This design comes from an exercise in tuning for small area, a short achievable clock period and few clock cycles per item on the open sky130 flow, not from production work. RTL that was checked went through simulation tests only; none was proved equivalent to the original.

==> run a: inputs <==
==> flow/design.v <==
module seq_multiplier #(parameter N = 32) (
    input  logic clk, rst_n, start,
    input  logic [N-1:0] a, b,
    output logic [(2*N)-1:0] prod,
    output logic ready
);
    logic [63:0] r;
    logic [31:0] mcand;
    logic [1:0]  dlt;        
    logic [2:0]  top;        
    logic [2:0]  cnt;        
    logic        busy;
    logic        one0, two0, neg0, one1, two1, neg1;
    function automatic logic [5:0] benc(input logic [3:0] n, input logic l);
        benc = {n[2] ^ n[1],
                (n[3] & ~n[2] & ~n[1]) | (~n[3] & n[2] & n[1]),
                n[3],
                n[0] ^ l,
                (n[1] & ~n[0] & ~l) | (~n[1] & n[0] & l),
                n[1]};
    endfunction
    logic [7:0] fa, fb;      
    logic [7:0] ta, tb;      
    logic [7:0] ha, hb;      
    always_comb begin
        for (int i = 0; i < 8; i++) begin
            fa[i] = |a[4*i +: 4];
            fb[i] = |b[4*i +: 4];
        end
        ta[7] = fa[7];
        tb[7] = fb[7];
        for (int i = 6; i >= 0; i--) begin
            ta[i] = ta[i+1] | fa[i];
            tb[i] = tb[i+1] | fb[i];
        end
        ha = ta & ~{1'b0, ta[7:1]};
        hb = tb & ~{1'b0, tb[7:1]};
    end
    logic [2:0] pa, pb;
    logic [3:0] na, nb;
    logic       la, lb;
    always_comb begin
        pa = '0; pb = '0;
        na = '0; nb = '0;
        la = 1'b0; lb = 1'b0;
        for (int i = 0; i < 8; i++) begin
            pa = pa | ({3{ha[i]}} & 3'(i));
            pb = pb | ({3{hb[i]}} & 3'(i));
            na = na | ({4{ha[i]}} & a[4*i +: 4]);
            nb = nb | ({4{hb[i]}} & b[4*i +: 4]);
            if (i > 0) begin
                la = la | (ha[i] & a[4*i - 1]);
                lb = lb | (hb[i] & b[4*i - 1]);
            end
        end
    end
    logic       swap;        
    assign swap = |(tb & ~ta);
    logic [5:0] enc_a, enc_b;
    assign enc_a = benc(na, la);
    assign enc_b = benc(nb, lb);
    logic [3:0] nn;
    logic       nl;
    always_comb begin
        nn = '0;
        nl = 1'b0;
        for (int i = 1; i < 8; i++)
            if (top == 3'(i)) begin
                nn = r[28 + 4*i +: 4];
                nl = r[27 + 4*i];
            end
        if (cnt == 3'd1) nl = 1'b0;
    end
    logic [33:0] row0, row1;
    always_comb begin
        for (int k = 0; k < 33; k++) begin
            row0[k] = ((one0 & (k < 32 ? mcand[k] : 1'b0)) |
                       (two0 & (k > 0 ? mcand[k-1] : 1'b0))) ^ neg0;
            row1[k] = ((one1 & (k < 32 ? mcand[k] : 1'b0)) |
                       (two1 & (k > 0 ? mcand[k-1] : 1'b0))) ^ neg1;
        end
        row0[33] = neg0;
        row1[33] = neg1;
    end
    logic [37:0] u0, u1, u2, cs_s, cs_c, w;
    assign u0   = {{4{neg0}}, row0};
    assign u1   = {{2{neg1}}, row1, 1'b0, neg0};
    assign u2   = {2'b0, r[31:0], 1'b0, neg1, 2'b0};
    assign cs_s = u0 ^ u1 ^ u2;
    assign cs_c = ((u0 & u1) | (u0 & u2) | (u1 & u2)) << 1;
    logic [37:0] kg [0:6];
    logic [37:0] kp [0:6];
    always_comb begin
        kg[0] = cs_s & cs_c;
        kp[0] = cs_s ^ cs_c;
        for (int l = 0; l < 6; l++)
            for (int i = 0; i < 38; i++)
                if (i >= (1 << l)) begin
                    kg[l+1][i] = kg[l][i] | (kp[l][i] & kg[l][i - (1 << l)]);
                    kp[l+1][i] = kp[l][i] & kp[l][i - (1 << l)];
                end else begin
                    kg[l+1][i] = kg[l][i];
                    kp[l+1][i] = kp[l][i];
                end
    end
    assign w = kp[0] ^ {kg[6][36:0], 1'b0};
    logic [27:0] up_sum;
    logic [31:0] hm;
    always_comb begin
        hm = {up_sum, r[35:32]};
        for (int i = 0; i < 8; i++)
            if (top == 3'(i)) hm[4*i +: 4] = 4'b0;
    end
    logic [27:0] up_nxt;
    assign up_nxt = hm[27:0];
    always_ff @(posedge clk or negedge rst_n) begin
        if (!rst_n) begin
            busy  <= 1'b0;
            ready <= 1'b0;
        end else if (start) begin
            busy  <= ta[0] & tb[0];
            ready <= ~(ta[0] & tb[0]);
        end else if (busy && cnt == 0) begin
            busy  <= 1'b0;
            ready <= 1'b1;
        end
    end
    always_ff @(posedge clk) begin
        if (start) begin
            mcand <= swap ? b : a;
            r     <= swap ? {a, b & {32{na[3]}}} : {b, a & {32{nb[3]}}};
            dlt   <= 2'b00;
            top   <= swap ? pa : pb;
            cnt   <= swap ? pa : pb;
            {one1, two1, neg1, one0, two0, neg0} <= swap ? enc_a : enc_b;
        end else if (busy) begin
            r     <= {up_nxt, w[35:0]};
            dlt   <= w[37:36];
            cnt   <= cnt - 1'b1;
            {one1, two1, neg1, one0, two0, neg0} <= benc(nn, nl);
        end
    end
    logic [27:0] oa [0:5];   
    logic [27:0] oz [0:5];   
    always_comb begin
        oa[0] = {r[62:36], 1'b1};
        oz[0] = {~r[62:36], 1'b1};
        for (int l = 0; l < 5; l++)
            for (int i = 0; i < 28; i++)
                if (i >= (1 << l)) begin
                    oa[l+1][i] = oa[l][i] & oa[l][i - (1 << l)];
                    oz[l+1][i] = oz[l][i] & oz[l][i - (1 << l)];
                end else begin
                    oa[l+1][i] = oa[l][i];
                    oz[l+1][i] = oz[l][i];
                end
    end
    assign up_sum = r[63:36] ^ (({28{dlt == 2'b01}} & oa[5]) |
                                ({28{dlt == 2'b11}} & oz[5]));
    assign prod   = {up_sum, r[35:0]};
endmodule
==> flow/flow/run.sh <==
#!/bin/bash
# The standard layout, with the port buffers made of the smallest buffer
# cell instead of the default delay buffer.
set -euo pipefail
export BUFFER_PORTS_ARGS="-buffer_cell sky130_fd_sc_hd__buf_1"
bash standard.sh > standard_flow.log 2>&1
==> flow/standard.sh <==
#!/bin/bash
# synth_recipe.tcl (not shown) runs the flow's synth.tcl, then flattens the netlist and writes it again
# the make line also repeats each setting of config.mk as NAME=value (left out here)
make -C /OpenROAD-flow-scripts/flow DESIGN_CONFIG=/design/flow/config.mk WORK_HOME=/design/flow/orfs CLKGATE_MAP_FILE= SYNTH_SCRIPT=/design/flow/synth_recipe.tcl "${@:-finish}"
==> flow/config.mk <==
export PLATFORM = sky130hd
export DESIGN_NAME = seq_multiplier
export DESIGN_NICKNAME = seq_multiplier
export VERILOG_FILES = /design/flow/design.v
export SDC_FILE = /design/flow/constraint.sdc
export NUM_CORES = 4
export LEC_CHECK = 0
export CAP_MARGIN = 20
export CORE_MARGIN = 2
export CORE_UTILIZATION = 40
export SETUP_SLACK_MARGIN = 0.25
export SLEW_MARGIN = 20
==> flow/constraint.sdc <==
create_clock -name core_clock -period 4.5 [get_ports {clk}]
set_input_delay 0.9000 -clock core_clock [delete_from_list [all_inputs] [get_ports {clk}]]
set_output_delay 0.9000 -clock core_clock [all_outputs]
set_load 0.01 [all_outputs]
==> inputs of run b, as changes to run a <==
==> flow/design.v, changed modules only <==
module seq_multiplier #(parameter N = 32) (
    input  logic clk, rst_n, start,
    input  logic [N-1:0] a, b,
    output logic [(2*N)-1:0] prod,
    output logic ready
);
    logic [63:0] r;
    logic [31:0] mcand;
    logic [2:0]  top;        
    logic [2:0]  cnt;        
    logic        busy;
    logic        one0, two0, neg0, one1, two1, neg1;
    logic [3:0] nda, ndb;    
    logic [3:0] tna, tnb;    
    logic       tla, tlb;    
    always_comb begin
        nda = '0; ndb = '0;
        tna = '0; tnb = '0;
        tla = 1'b0; tlb = 1'b0;
        for (int i = 0; i < 8; i++) begin
            if (|a[i*4 +: 4]) begin
                nda = 4'(i + 1);
                tna = a[i*4 +: 4];
                tla = (i == 0) ? 1'b0 : a[i*4 - 1];
            end
            if (|b[i*4 +: 4]) begin
                ndb = 4'(i + 1);
                tnb = b[i*4 +: 4];
                tlb = (i == 0) ? 1'b0 : b[i*4 - 1];
            end
        end
    end
    logic        swap;
    logic [3:0]  nd;
    logic [3:0]  tn;
    logic        tl;
    logic [31:0] ld_mcand, ld_mpl;
    assign swap     = ndb > nda;
    assign nd       = swap ? nda : ndb;
    assign tn       = swap ? tna : tnb;
    assign tl       = swap ? tla : tlb;
    assign ld_mcand = swap ? b : a;
    assign ld_mpl   = swap ? a : b;
    logic [3:0] en;
    logic       el;
    logic [5:0] enc;
    assign en  = start ? tn : nn;
    assign el  = start ? tl : nl;
    assign enc = {en[2] ^ en[1],
                  (en[3] & ~en[2] & ~en[1]) | (~en[3] & en[2] & en[1]),
                  en[3],
                  en[0] ^ el,
                  (en[1] & ~en[0] & ~el) | (~en[1] & en[0] & el),
                  en[1]};
    logic [3:0] nn;
    logic       nl;
    always_comb begin
        nn = '0;
        nl = 1'b0;
        for (int i = 1; i < 8; i++)
            if (top == 3'(i)) begin
                nn = r[28 + 4*i +: 4];
                nl = r[27 + 4*i];
            end
        if (cnt == 3'd1) nl = 1'b0;
    end
    logic [33:0] row0, row1;
    always_comb begin
        for (int k = 0; k < 33; k++) begin
            row0[k] = ((one0 & (k < 32 ? mcand[k] : 1'b0)) |
                       (two0 & (k > 0 ? mcand[k-1] : 1'b0))) ^ neg0;
            row1[k] = ((one1 & (k < 32 ? mcand[k] : 1'b0)) |
                       (two1 & (k > 0 ? mcand[k-1] : 1'b0))) ^ neg1;
        end
        row0[33] = neg0;
        row1[33] = neg1;
    end
    logic [37:0] u0, u1, u2, cs_s, cs_c;
    assign u0 = {{4{neg0}}, row0};
    assign u1 = {{2{neg1}}, row1, 1'b0, neg0};
    assign u2 = {2'b0, r[31:0], 1'b0, neg1, 2'b0};
    assign cs_s = u0 ^ u1 ^ u2;
    assign cs_c = ((u0 & u1) | (u0 & u2) | (u1 & u2)) << 1;
    logic [37:0] w;
    assign w = cs_s + cs_c;
    logic [31:0] hm;
    always_comb begin
        hm = r[63:32];
        for (int i = 0; i < 8; i++)
            if (top == 3'(i)) hm[4*i +: 4] = 4'b0;
    end
    logic [27:0] up, up_inc, up_dec, up_nxt;
    assign up     = hm[27:0];
    assign up_inc = up + 1'b1;
    assign up_dec = up - 1'b1;
    assign up_nxt = (w[37:36] == 2'b01) ? up_inc :
                    (w[37]            ) ? up_dec : up;
    always_ff @(posedge clk or negedge rst_n) begin
        if (!rst_n) begin
            busy  <= 1'b0;
            ready <= 1'b0;
        end else if (start) begin
            busy  <= nd != 0;
            ready <= nd == 0;
        end else if (busy && cnt == 0) begin
            busy  <= 1'b0;
            ready <= 1'b1;
        end
    end
    always_ff @(posedge clk) begin
        if (start) begin
            mcand <= ld_mcand;
            r     <= {ld_mpl, ld_mcand & {32{tn[3]}}};
            top   <= 3'(nd - 1'b1);
            cnt   <= 3'(nd - 1'b1);
            {one1, two1, neg1, one0, two0, neg0} <= enc;
        end else if (busy) begin
            r     <= {up_nxt, w[35:0]};
            cnt   <= cnt - 1'b1;
            {one1, two1, neg1, one0, two0, neg0} <= enc;
        end
    end
    assign prod = r;
endmodule
==> flow/run.sh (new file) <==
#!/bin/bash
# synth_recipe.tcl (not shown) runs the flow's synth.tcl, then flattens the netlist and writes it again
# the make line also repeats each setting of config.mk as NAME=value (left out here)
make -C /OpenROAD-flow-scripts/flow DESIGN_CONFIG=/design/flow/config.mk WORK_HOME=/design/flow/orfs CLKGATE_MAP_FILE= SYNTH_SCRIPT=/design/flow/synth_recipe.tcl finish
--- a/flow/config.mk
+++ b/flow/config.mk
@@ -8,5 +8,5 @@
 export CAP_MARGIN = 20
 export CORE_MARGIN = 2
 export CORE_UTILIZATION = 40
-export SETUP_SLACK_MARGIN = 0.25
+export GPL_TIMING_DRIVEN = 0
 export SLEW_MARGIN = 20
removed: flow/flow/run.sh
removed: flow/standard.sh
==> summary of the runs <==
Run a completed without violations. Run b reached the layout checks and failed them: setup timing.
In run a the worst setup slack is higher than in run b, by 570 ps.
In run a the non-clock buffer count is lower than in run b, by 106.
Between run b and run a, the lower wire length is in run a (gap 32%, measured against run a).
In run b the synthesized cell count is larger than in run a, by about 14%.
Between run a and run b, the lower global-route usage is in run a (gap 5.8 points).
Against run a, the fmax of run b is lower by 12%.
Against run a, the die area of run b is larger by about 5%.
Between run a and run b, the lower cell count is in run a (gap about 15%, measured against run b).
==> figures <==
| item | run a | run b |
|---|---|---|
| Seq_cells | 112 | 110 |
| Count of inverters not on the clock network in the layout | 48 | 125 |
| Layout-to-synthesis area ratio | 1.111x | 1.386x |
| Max-slew headroom at the worst pin | 42.0% | 16.8% |
| Die Span Y | 174 µm | 178 µm |
| Transition time at the pin with the least slew margin | 870 ps | 1250 ps |
| Simple-Gate Fraction of Synth Area | 13.1% | 14.3% |
| Synthesized area per cell | 9.48 µm² | 8.72 µm² |
| Avg Vias per Cell | 6.06 | 6.37 |
| Run status | no timing/DRC/antenna violations | finished with violations |
| Layout check failures | - | setup timing |
| M2 GR Usage | 42.9% | 54.6% |
| Category of the worst setup path capture point | primary output | flop |
| Skew final | 23.0 ps | 23.8 ps |
| Syn_nets | 1355 | 1536 |
| Layout cell share with drive strength beyond 1 | 12.0% | 24.9% |
| Slowest cell on the critical path | or4_4 | edfxtp_1 |
| Final count of negative-setup-slack endpoints | 0 | 19 |
Testbench counts of run a, summed over its fixed seeds: cycles 10,280, items 2,400.
No functional check of the RTL was part of run b.

-- afterwards: timing with drivers on the ports --
In the flow no input, the clock included, has a driving cell. The finished layouts below were timed again as built, in two steps.
Step 1 assumes that a clkbuf_16 drives the clock port and a buf_2 every other input.
Step 2 moves the port delays by t, midway between the first and last clock arrival at a register: inputs arrive t later, outputs are due t later. That takes back most of the time a late clock gives input paths.
Three values: ideal ports, drivers, drivers and shift; two values: the first two.
| run | shift t [ns] | setup WS [ns] | hold slack, ns | worst slew at a driven data input, ns |
|---|---|---|---|---|
| run a | 0.424 | 0.414 / 0.363 / 0.342 | 0.287 / 0.275 / 0.621 | 0.07 |
| run b | 0.427 | -0.160 / -0.160 / -0.381 | 0.527 / 0.527 / 0.527 | 0.04 |
For run b, which loses most, drivers alone change the setup slack by 0.000 ns; drivers and shift together by -0.221 ns.
